Source: an optimization exercise on an open RTL-to-GDS flow (aim: small area). Production flows keep margins and buffers that such runs may drop. Only simulation tests tie the RTL to the original design; equivalence was not proved. No driver is modelled on the clock port, so clocking that relies on it looks cheaper here than on a real chip. No activity file was given, so power comes from the tool's default toggle rates.

`flow/design.v`:
```
module multiple (
    input CLOCK_50,        
    input rst,             
    input UART_RXD,        
    output UART_TXD,       
    input SWITCH_1,        
    output [7:0] lcd_data, 
    output lcd_rs,         
    output lcd_rw,         
    output lcd_en          
);
    reg       rx_busy;
    reg [8:0] rx_sr;
    reg [8:0] rx_baud;
    wire rx_tick  = (rx_baud == 9'd28);    
    wire rx_ready = !rx_busy & rx_sr[0];
    wire [7:0] rx_data = rx_sr[8:1];
    always @(posedge CLOCK_50) begin
        if (rst)
            rx_busy <= 1'b0;
        else if (!rx_busy)
            rx_busy <= !UART_RXD;
        else if (rx_tick && rx_sr[0])
            rx_busy <= 1'b0;
    end
    always @(posedge CLOCK_50) begin
        if (rst)
            rx_sr[0] <= 1'b0;
        else if (!rx_busy) begin
            if (!UART_RXD) rx_sr[0] <= 1'b0;
        end else if (rx_tick && !rx_sr[0])
            rx_sr[0] <= rx_sr[1];
    end
    always @(posedge CLOCK_50) begin
        if (!rx_busy) begin
            if (!UART_RXD) rx_sr[8:1] <= 8'h80;
            rx_baud <= 9'd82;     
        end else if (rx_tick) begin
            rx_baud <= 9'd0;
            if (!rx_sr[0]) rx_sr[8:1] <= {UART_RXD, rx_sr[8:2]};
        end else
            rx_baud <= {rx_baud[7:0], ~(rx_baud[8] ^ rx_baud[4])};
    end
    reg [127:0] mb;
    reg [3:0]   idx;
    reg         wrapped;
    reg         w15;
    wire at15 = &idx;
    wire rot  = rx_ready | at15;
    wire [7:0] rot_in = rx_ready ? rx_data : mb[7:0];
    wire entry_valid = wrapped & (!at15 | w15);
    always @(posedge CLOCK_50)
        if (rot) mb <= {rot_in, mb[127:8]};
    always @(posedge CLOCK_50) begin
        if (rst) begin
            idx <= 4'd0;
            wrapped <= 1'b0;
            w15 <= 1'b0;
        end else begin
            if (rot) idx <= idx + 4'd1;
            if (at15) wrapped <= 1'b1;
            if (at15 & rx_ready) w15 <= 1'b1;
        end
    end
    reg [4:0] div;
    reg [9:0] cnt;
    reg       lcd_w;
    reg [7:0] data_q;
    wire tick = (div == 5'd29);                  
    wire [4:0] lo = cnt[4:0];
    wire [4:0] hi = cnt[9:5];
    wire done = (hi == 5'd23);                   
    wire lo_wrap = (lo == 5'd27);                
    wire init_end = (cnt == 10'd712);            
    wire wr_tick = tick & lcd_w & !done & rx_ready;
    wire [4:0] lo_next = lo_wrap ? 5'd0 : {lo[3:0], ~(lo[4] ^ lo[2])};
    wire [4:0] hi_next = lo_wrap ? {hi[3:0], ~(hi[4] ^ hi[2])} : hi;
    always @(posedge CLOCK_50) begin
        if (rst)
            div <= 5'd17;                        
        else if (tick)
            div <= 5'd0;
        else
            div <= {div[3:0], ~(div[4] ^ div[2])};
    end
    always @(posedge CLOCK_50) begin
        if (rst) begin
            cnt <= 10'd0;
            lcd_w <= 1'b0;
        end else if (tick && !lcd_w) begin
            if (init_end) begin
                lcd_w <= 1'b1;
                cnt <= 10'd0;
            end else
                cnt <= {cnt[8:0], ~(cnt[9] ^ cnt[6])};
        end else if (wr_tick)
            cnt <= {hi_next, lo_next};
    end
    always @(posedge CLOCK_50)
        if (wr_tick)
            data_q <= entry_valid ? mb[7:0] : 8'h00;
    assign lcd_data = data_q & {8{lcd_rs}};
    assign lcd_en = lcd_w & (|lo);
    assign lcd_rs = lcd_w & (|cnt);
    assign lcd_rw = 1'b0;
    reg [1:0] st;
    reg       sel;
    reg       tx_start;
    reg       tx_busy;
    always @(posedge CLOCK_50) begin
        if (rst) begin
            st <= 2'b00;
            tx_start <= 1'b0;
        end else if (SWITCH_1) begin
            if (!st[0]) begin
                if (!tx_busy) begin
                    tx_start <= 1'b1;
                    st[0] <= 1'b1;
                end
            end else if (tx_busy)
                tx_start <= 1'b0;
            else
                st <= {~st[1], 1'b0};
        end else
            st <= 2'b00;
    end
    always @(posedge CLOCK_50)
        if (SWITCH_1 && !st[0] && !tx_busy) sel <= st[1];
    reg       tx_sel;
    reg [3:0] tx_bc;
    reg [8:0] tx_baud;
    wire tx_tick = (tx_baud == 9'd28);           
    always @(posedge CLOCK_50) begin
        if (rst)
            tx_busy <= 1'b0;
        else if (!tx_busy)
            tx_busy <= tx_start;
        else if (tx_tick && tx_bc == 4'd9)
            tx_busy <= 1'b0;
    end
    always @(posedge CLOCK_50) begin
        if (!tx_busy) begin
            tx_sel <= sel;
            tx_bc <= 4'd0;
            tx_baud <= 9'd0;
        end else if (tx_tick) begin
            tx_baud <= 9'd0;
            tx_bc <= {tx_bc[2:0], ~(tx_bc[3] ^ tx_bc[2])};
        end else
            tx_baud <= {tx_baud[7:0], ~(tx_baud[8] ^ tx_baud[4])};
    end
    reg tx_bit;
    always @(*) begin
        case (tx_bc)
            4'd3: tx_bit = !tx_sel;              
            4'd7: tx_bit = tx_sel;               
            4'd13, 4'd11, 4'd9: tx_bit = 1'b1;   
            default: tx_bit = 1'b0;
        endcase
    end
    assign UART_TXD = !tx_busy | tx_bit;
endmodule
```
`flow/flow/run.sh`:
```
#!/bin/bash
# Standard ORFS flow (the standard.sh) with these layout options changed:
#  - port buffers use sky130_fd_sc_hd__buf_1;
#  - the clock tree uses clkbuf_4 and no dummy loads; after CTS, leaf
#    buffers whose sinks would see too slow a clock edge become clkbuf_8
#    (flow/resize_clk.tcl, run as ORFS's POST_CTS_TCL hook).
# Each tool's output goes to ORFS's own logs; make's output to flow.log.
HERE=$(pwd)
bash standard.sh \
  "BUFFER_PORTS_ARGS=-buffer_cell sky130_fd_sc_hd__buf_1" \
  "CTS_ARGS=-sink_clustering_enable -repair_clock_nets -dont_use_dummy_load -buf_list sky130_fd_sc_hd__clkbuf_4" \
  "POST_CTS_TCL=$HERE/flow/resize_clk.tcl" \
  finish > flow.log 2>&1
```
`flow/flow/resize_clk.tcl`:
```
# Upsize clock-tree buffers whose flip-flop sinks see a slew above the threshold.
set_propagated_clock [all_clocks]
estimate_parasitics -placement
set changed 0
foreach inst [get_cells *] {
  set m [get_property $inst ref_name]
  if {$m == "sky130_fd_sc_hd__clkbuf_4"} {
    set out [get_pins -of_objects $inst -filter "direction==output"]
    set net [get_nets -of_objects $out]
    set w 0
    foreach p [get_pins -of_objects $net -filter "direction==input"] {
      set s [get_property $p slew_max]
      if {$s > $w} { set w $s }
    }
    if {$w > 0.120} {
      replace_cell $inst sky130_fd_sc_hd__clkbuf_8
      incr changed
      puts "resize_clk: [get_property $inst name] worst sink slew $w -> clkbuf_8"
    }
  }
}
puts "resize_clk: upsized $changed clock buffers"
if {$changed > 0} {
  detailed_placement
  check_placement -verbose
  estimate_parasitics -placement
}
```
`flow/constraint.sdc`:
```
create_clock -name core_clock -period 10.0 [get_ports {CLOCK_50}]
set_input_delay 2.0000 -clock core_clock [delete_from_list [all_inputs] [get_ports {CLOCK_50}]]
set_output_delay 2.0000 -clock core_clock [all_outputs]
set_load 0.01 [all_outputs]
```
`flow/config.mk`:
```
export PLATFORM = sky130hd
export DESIGN_NAME = multiple
export DESIGN_NICKNAME = multiple
export VERILOG_FILES = /design/flow/design.v
export SDC_FILE = /design/flow/constraint.sdc
export NUM_CORES = 4
export LEC_CHECK = 0
export CAP_MARGIN = 20
export CORE_MARGIN = 2
export CORE_UTILIZATION = 65
export CTS_BUF_LIST = sky130_fd_sc_hd__clkbuf_4
export SLEW_MARGIN = 20
```
`flow/standard.sh`:
```
#!/bin/bash
# synth_recipe.tcl (not shown) runs the flow's synth.tcl, then flattens the netlist and writes it again
# the make line also repeats each setting of config.mk as NAME=value (left out here)
make -C /OpenROAD-flow-scripts/flow DESIGN_CONFIG=/design/flow/config.mk WORK_HOME=/design/flow/orfs CLKGATE_MAP_FILE= SYNTH_SCRIPT=/design/flow/synth_recipe.tcl "${@:-finish}"
```
==> run_results.csv <==
group,metric,value,unit
drt,postRouteAntennaNets,0,
run_status,status,"complete, no violations",
final_layout,fin_util,71.2,%
timing,setup_tns,0,ns
floorplanning,dieHeight,105,um
setup_path,critPathKind,"flip-flop to output port",
setup_path,timing.rr.start,"rx_busy",
place,place_hpwl,5150,um
pwr,pwr_density_cell,172,nW/um^2
place,io_buffers,14,
floorplanning,rows,36,
logic_synthesis,yosysSeqAreaShare,80.9,%
floorplanning,dieArea,11100,um^2
logic_synthesis,synth_top_area_cell,"edfxtp_1",
floorplanning,io_pins,16,
floorplanning,die_x,105,um
floorplanning,core-area,9860,um^2
grt,grt-ovfl-total,0,
drt,routed_wl,8370,um
logic_synthesis,syn_inst,401,
logic_synthesis,synthDistinctLibCells,38,
final_layout,area_growth,5.56,%
min_path,hold_depth,0,
final_layout,drive_gt1_share,7.08,%
drt,via_count,3063,
grt,grt_pass1_wl,14000,um
logic_synthesis,yosysWarnings,1,
setup_path,crit_start,"cnt[4]",
grt,grt_max_degree,82,
drt,drtIter0Drc,180,
setup_path,required,8.00,ns
logic_synthesis,synth_nets,411,
logic_synthesis,netlist_area,6660,um^2
timing,fmax,237,MHz
timing,hold_viol_final,0,
timing,fin_skew,0.0344,ns
logic_synthesis,synth_top_cell_area_share,65.9,%
timing,worstMarginPinSlew,0.949,ns
pwr,p_leak,0.00233,uW
grt,grt_usage,16.8,%
final_layout,nets,436,
timing,maxSlewViolCount,0,
pwr,peakVddDrop,0.000124,V
pwr,fin_total_pwr,1210,uW
clocking,insertion_delay,0.43,ns
setup_path,start_kind,"flip-flop",
drt,route.detailed.drc,0,
drt,first_pass_iters,4,
timing,setup_viol,0,
final_layout,antenna_cells,0,
job,cap_violations,0,
drt,routedWlPerCell,15.0,um
timing,slew_headroom,36.7,%
setup_path,arrival,2.23,ns
min_path,hold_path_startpoint,"mb[94]",
timing,fin_crit_sh,42.3,%
setup_path,worst_setup_path_end_kind,"output port",
drt,viasPerCell,5.50,
logic_synthesis,synth_seq_cells,196,
clocking,clock-sinks,196,
grt,grt_antenna_before_repair,0,
place,place.gp.congestion,0.703,
clocking,cts.clk_slew.worst_paths,0.11,ns
logic_synthesis,ys_top_cells_by_area,"edfxtp_1 (66%), dfxtp_1 (15%), and2_1 (2.8%), nor2_1 (1.6%), mux2i_1 (1.4%)",
setup_path,cp_max_fo,9,
setup_path,ff2ff_path_depth,3,
floorplanning,start_util,67.5,%
grt,grt_pass1_vias,2854,
timing,period_needed,4.23,ns
clocking,cts_tree,"built",
logic_synthesis,avgSynthCellArea,16.6,um^2
min_path,hold_path_class,"flip-flop to flip-flop",
timing,rsz0062_at_grt,"false",
-- cell families (layout without fill, tap and decap cells) --
kind of cell               Yosys count  count (layout)  synth area share (%)
DFF                                196             196                  80.9
and+or+nand+nor                    130             130                  10.7
AOI/OAI and AO/OA                   27              27                  2.44
muxes                               17              17                  2.71
buffers and inverters               15              38                 0.921
xor gates and xnor gates             9               9                  1.18
adders and majority gates            6               6                  1.13
other                                1               1                0.0563
-- power breakdown --
group          internal (uW)  switching [uW]
sequential               871            7.48
clock                    109             204
combinational           8.39            9.89
-- per-stage QoR --
step	instance area, um^2	setup WS [ns]	std cells	hold slack, ns
6_report	7030	5.77	557	0.393
2_1_floorplan	6660	5.84	401	0.400
5_1_grt	7030	5.61	557	0.386
3_3_place_gp	6860	6.23	540	0.401
3_5_place_dp	6860	6.19	540	0.405
-- cells in the mapped netlist (all sizes together) --
library cell / number
edfxtp: 146
dfxtp: 50
and2: 30
nor2: 29
nand2: 15
nand2b: 13
a21oi: 12
and3: 10
mux2i: 9
clkbuf: 8
mux2: 8
nand3: 8
ha: 6
o21ai: 6
xnor2: 6
inv: 5
nor3b: 4
a311oi: 3
nand4: 3
nor2b: 3
nor4: 3
or3: 3
xor2: 3
a21o: 2
buf: 2
nand3b: 2
or2: 2
a41oi: 1
and3b: 1
and4: 1
conb: 1
nand4b: 1
nor3: 1
nor4bb: 1
o21a: 1
o22ai: 1
o31a: 1
-- final timing paths --
path | endpoint | slack (ns)
worst min register to register | mb[86] | 0.39
worst min-delay path | mb[86] | 0.39
worst max-delay path | lcd_data[6] | 5.77
worst max register to register | mb[98] | 7.04
-- worst max-delay path: stages (launching register included) --
cell and delay (ns):
dfxtp_1 0.37, or3_1 0.40, or3_1 0.33, o31a_1 0.38, and2_1 0.21, buf_1 0.13
-- final cells by class --
class                           count  area [um^2]
Multi-Input combinational cell    190         1220
Fill cell                         667         2840
Sequential cell                   196         5390
Clock buffer                       17          171
Timing Repair Buffer               16         67.6
Tap cell                          133          166
Inverter                            5         18.8
-- routing by layer --
layer | share of wire, % | track usage (%) | vias to the layer above
met4 | 1.4 | 6.86 | 0
met3 | 4.4 | 5.43 | 12
li1 | - | - | 1499
met2 | 43 | 23.3 | 47
met1 | 52 | 24.9 | 1505
met5 | 0 | 0 | -
-- registers in the layout (all words and copies together) (netlist names), 2 cells and up --
name and cells:
mb 128, cnt 10, rx_baud 9, rx_sr 9, tx_baud 9, data_q 8
div 5, idx 4, tx_bc 4, st 2
-- placed cells by master (no fill, tap or decap), drive strengths merged, types with 2 or more instances in the layout --
cell type	instances
a311oi	3
nor3b	4
nor4	3
nand2b	13
clkbuf	17
and2	30
or3	3
buf	16
or2	2
nand2	15
mux2i	9
nand3b	2
inv	5
nor2	29
nor2b	3
and3	10
a21o	2
edfxtp	146
nand3	8
xnor2	6
mux2	8
ha	6
nand4	3
a21oi	12
dfxtp	50
xor2	3
o21ai	6

what the ideal ports hide:
The flow's constraints put no driver on any port. The routed layout listed below was extracted and timed again, unchanged, in two steps. Step 1 sets driving cells, clkbuf_16 on the clock port and buf_2 on the other inputs (assumed; they add their load-dependent delay and slew). Step 2 moves the port delays by t, midway between the first and last clock arrival at a register: inputs arrive t later, outputs are due t later. That takes back most of the time a late clock gives input paths. Slacks: no drivers / after step 1 / after step 2; pairs: no drivers / after step 1.
t, ns: 0.446
setup slack, ns: 5.772 / 5.742 / 6.187
worst setup path at the end: register to output
latest minus earliest clock arrival (ns): 0.039 / 0.039
After both steps this run still meets setup and hold. For this run, drivers alone change the setup slack by -0.030 ns; drivers and shift together by +0.415 ns.
